What follows belongs to an exercise in optimizing a design on an open flow for small area and a short achievable clock period; a production flow would make more cautious choices.
In this exercise RTL edits were held to simulation tests only and were not proved equivalent to the original.
Power figures rest on the tool's default switching activity, not on a simulated workload.

Design riscv_top, start of the top module:
module riscv_top(
    input           clk,
    input           rst,
    input   [31:0]  Instruction,
    input   [31:0]  mem_data_in,
    output  [31:0]  mem_data_out,
    output  [31:0]  mem_address_out,
    output  [31:0]  PC,
    output          mem_we,
    output  [1:0]   mem_Write_Strobe_out
    );
==> flow/config.mk <==
export PLATFORM = sky130hd
export DESIGN_NAME = riscv_top
export DESIGN_NICKNAME = riscv_top
export VERILOG_FILES = /design/flow/design.v
export SDC_FILE = /design/flow/constraint.sdc
export NUM_CORES = 4
export LEC_CHECK = 0
export CAP_MARGIN = 20
export CORE_MARGIN = 2
export CORE_UTILIZATION = 30
export PLACE_DENSITY = 0.5
export SLEW_MARGIN = 20
==> flow/constraint.sdc <==
create_clock -name core_clock -period 14.0 [get_ports {clk}]
set_input_delay 2.8000 -clock core_clock [delete_from_list [all_inputs] [get_ports {clk}]]
set_output_delay 2.8000 -clock core_clock [all_outputs]
set_load 0.01 [all_outputs]
standard.sh (not shown) runs the stock make flow with config.mk's settings and CLKGATE_MAP_FILE= SYNTH_SCRIPT=/design/flow/synth_recipe.tcl, a recipe that flattens the netlist after the stock synthesis.
==> flow/flow/run.sh <==
#!/bin/bash
# The standard layout, with the resizer asked to overfix setup: repair_timing
# keeps working on paths until their slack is SETUP_SLACK_MARGIN.
export SETUP_SLACK_MARGIN=9
bash standard.sh > standard.log 2>&1
The first run completed with no timing, DRC or antenna violations.
Then changed:
--- a/flow/design.v
+++ b/flow/design.v
@@ -29,14 +29,15 @@
 reg  [4:0]  ex_rs2;
 reg  [1:0]  ex_ws;
 reg         ex_uns, ex_link;
 reg  [31:0] mem_fu;
 reg  [31:0] mem_c;
 reg  [4:0]  mem_rd;
 reg         mem_regw, mem_memw, mem_load;
+reg  [4:0]  mem_rs2;
 reg  [1:0]  mem_ws;
 reg         mem_uns, mem_link;
 reg         ms_fu;           
 reg  [3:0]  ms_b0;           
 reg  [3:1]  ms_b1;           
 reg  [3:0]  ms_s1;           
 reg         ms_w;            
@@ -152,28 +153,25 @@
     case ({fc1, fc2})
         2'b11:   begin c_eq = 1'b1; c_lt = 1'b0;            c_ltu = 1'b0;             end
         2'b10:   begin c_eq = l_eq; c_lt = l_lt;            c_ltu = l_ltu;            end
         2'b01:   begin c_eq = l_eq; c_lt = ~(l_lt | l_eq);  c_ltu = ~(l_ltu | l_eq);  end
         default: begin c_eq = e_eq; c_lt = e_lt;            c_ltu = e_ltu;            end
     endcase
 end
-function cond_of;
-    input [2:0] f;
-    input eq, lt, ltu;
-    case (f)
-        3'b000: cond_of = eq;
-        3'b001: cond_of = ~eq;
-        3'b100, 3'b010: cond_of = lt;
-        3'b101: cond_of = ~lt;
-        3'b110, 3'b011: cond_of = ltu;
-        default: cond_of = ~ltu;
+reg cond;
+always @(*) begin
+    case (f3)
+        3'b000: cond = c_eq;
+        3'b001: cond = ~c_eq;
+        3'b100, 3'b010: cond = c_lt;
+        3'b101: cond = ~c_lt;
+        3'b110, 3'b011: cond = c_ltu;
+        default: cond = ~c_ltu;
     endcase
-endfunction
-wire cond   = cond_of(f3, c_eq, c_lt, c_ltu);
-wire cond_e = cond_of(f3, e_eq, e_lt, e_ltu);
+end
 wire        taken  = (isB & cond) | jump;
 wire [31:0] target_r = (id_isJALR ? r1 : id_pc) + imm;
 wire [31:0] target_m = mem_busd + imm;
 wire [31:0] ex_res;
 wire [31:0] fa = pm_ex1 ? ex_res : pm_mem1 ? mem_busd : r1;
 wire [31:0] fb = pm_ex2 ? ex_res : pm_mem2 ? mem_busd : r2;
 wire       bub     = stall | ~id_v;
@@ -208,20 +206,19 @@
 wire e_w  = ex_load & (ex_ws == 2'b10) & (ea == 2'd0);
 wire e_sg = ~ex_uns;
 wire [3:0] e_lane = {ea == 2'd3, ea == 2'd2, ea == 2'd1, ea == 2'd0};
 wire [3:0] n_b0 = ({4{e_b}} & e_lane) | ({4{e_h}} & {1'b0, e_lane[2:0]}) | {3'b000, e_w};
 wire [3:1] n_b1 = ({3{e_h}} & e_lane[2:0]) | {2'b00, e_w};
 wire [3:0] n_s1 = {4{e_b & e_sg}} & e_lane;
 wire [3:0] n_s2 = ({4{e_b & e_sg}} & e_lane) | ({4{e_h & e_sg}} & {e_lane[2:0], 1'b0});
-wire [31:0] n_wb_din = mem_link ? mem_c : mem_busd;
 assign PC                   = pc_q;
 assign mem_address_out      = mem_fu;
 assign mem_we               = mem_memw;
 assign mem_Write_Strobe_out = mem_ws;
-assign mem_data_out         = mem_c;
+assign mem_data_out         = (wb_rd != 5'd0 && mem_rs2 == wb_rd) ? wb_din : mem_c;
 always @(posedge clk or negedge rst) begin
     if (!rst) begin
         pc_s     <= 32'd0;
         sel_t    <= 1'b0;
         sel_m    <= 1'b0;
         id_v     <= 1'b0;
         pm_ex1   <= 1'b0; pm_ex2 <= 1'b0; pm_mem1 <= 1'b0; pm_mem2 <= 1'b0;
@@ -240,15 +237,15 @@
             id_v <= ~taken;
         if (stall || !id_v) begin
             ex_arith <= 1'b0; ex_sub <= 1'b0; ex_xor <= 1'b0; ex_or <= 1'b0;
             ex_and   <= 1'b0; ex_sll <= 1'b0; ex_srl <= 1'b0; ex_slt <= 1'b0;
             ex_rd    <= 5'd0; ex_regw <= 1'b0; ex_memw <= 1'b0; ex_load <= 1'b0;
         end else begin
             ex_arith <= id_arith; ex_sub <= id_sub; ex_xor <= id_xor; ex_or <= id_or;
-            ex_and   <= id_and;   ex_sll <= id_sll; ex_srl <= id_srl; ex_slt <= id_slt & cond_e;
+            ex_and   <= id_and;   ex_sll <= id_sll; ex_srl <= id_srl; ex_slt <= id_slt & cond;
             ex_rd    <= rd; ex_regw <= id_regw; ex_memw <= id_isS; ex_load <= id_isL;
         end
         pm_ex1   <= n_ex1;
         pm_ex2   <= n_ex2;
         pm_mem1  <= ex_fw & (ex_rd == n_rs1);
         pm_mem2  <= ex_fw & (ex_rd == n_rs2);
         pm_wb1   <= mem_fw & (mem_rd == n_rs1);
@@ -293,23 +290,24 @@
     ex_a    <= (id_isAUIPC | id_isJAL) ? id_pc : fa;
     ex_b    <= id_muxb ? imm : fb;
     ex_c    <= id_isS ? fb : id_isAUIPC ? target_r : pc_q;
     ex_rs2  <= rs2u;
     ex_ws   <= id_ws;
     ex_uns  <= f3[2];
     ex_link <= id_isAUIPC | id_isJAL | id_isJALR;
-    mem_c    <= (ex_memw && mem_rd != 5'd0 && ex_rs2 == mem_rd) ? n_wb_din : ex_c;
+    mem_c    <= ex_c;
     pc_t     <= target_r;
     pc_m     <= target_m;
     ms_fu    <= ~ex_load;
     ms_b0    <= n_b0;
     ms_b1    <= n_b1;
     ms_s1    <= n_s1;
     ms_w     <= e_w;
     ms_s2    <= n_s2;
     mem_load <= ex_load;
+    mem_rs2  <= ex_rs2;
     mem_ws   <= ex_ws;
     mem_uns  <= ex_uns;
     mem_link <= ex_link;
-    wb_din   <= n_wb_din;
+    wb_din   <= mem_link ? mem_c : mem_busd;
 end
 endmodule
Effect: Register-to-register slack gets better by 130 ps; setup slack is better by 41 ps; utilization came out higher by 0.26 points; clock power barely changes; synthesized area fell by 0.32%; non-clock buffer count goes up by 16.

[afterwards: timing with drivers on the ports]
In the flow no input, the clock included, has a driving cell. The finished layouts below were timed again as built, in two steps. Step 1 (the two cells are an assumption about what drives the block):
set clk [get_ports {clk}]
set_driving_cell -lib_cell sky130_fd_sc_hd__clkbuf_16 $clk
set_driving_cell -lib_cell sky130_fd_sc_hd__buf_2 [delete_from_list [all_inputs] $clk]
Step 2 times the ports against the registers' clock, not the clock port: input delays grow and output delays shrink by t, the midpoint of the rising clock arrivals with the driver on. Slacks: ideal / step 1 / step 2; pairs: ideal / step 1.
run | t (ns) | setup WS [ns] | clock arrival spread, ns | pins driven straight from the clock port
the first run | 0.931 | 8.261 / 8.318 / 7.387 | 0.066 / 0.066 | 1
the second run | 0.905 | 8.302 / 8.213 / 7.580 | 0.077 / 0.077 | 1
After both steps setup and hold are still met in every run listed. For the first run, which loses most, drivers alone change the setup slack by +0.057 ns; drivers and shift together by -0.874 ns.
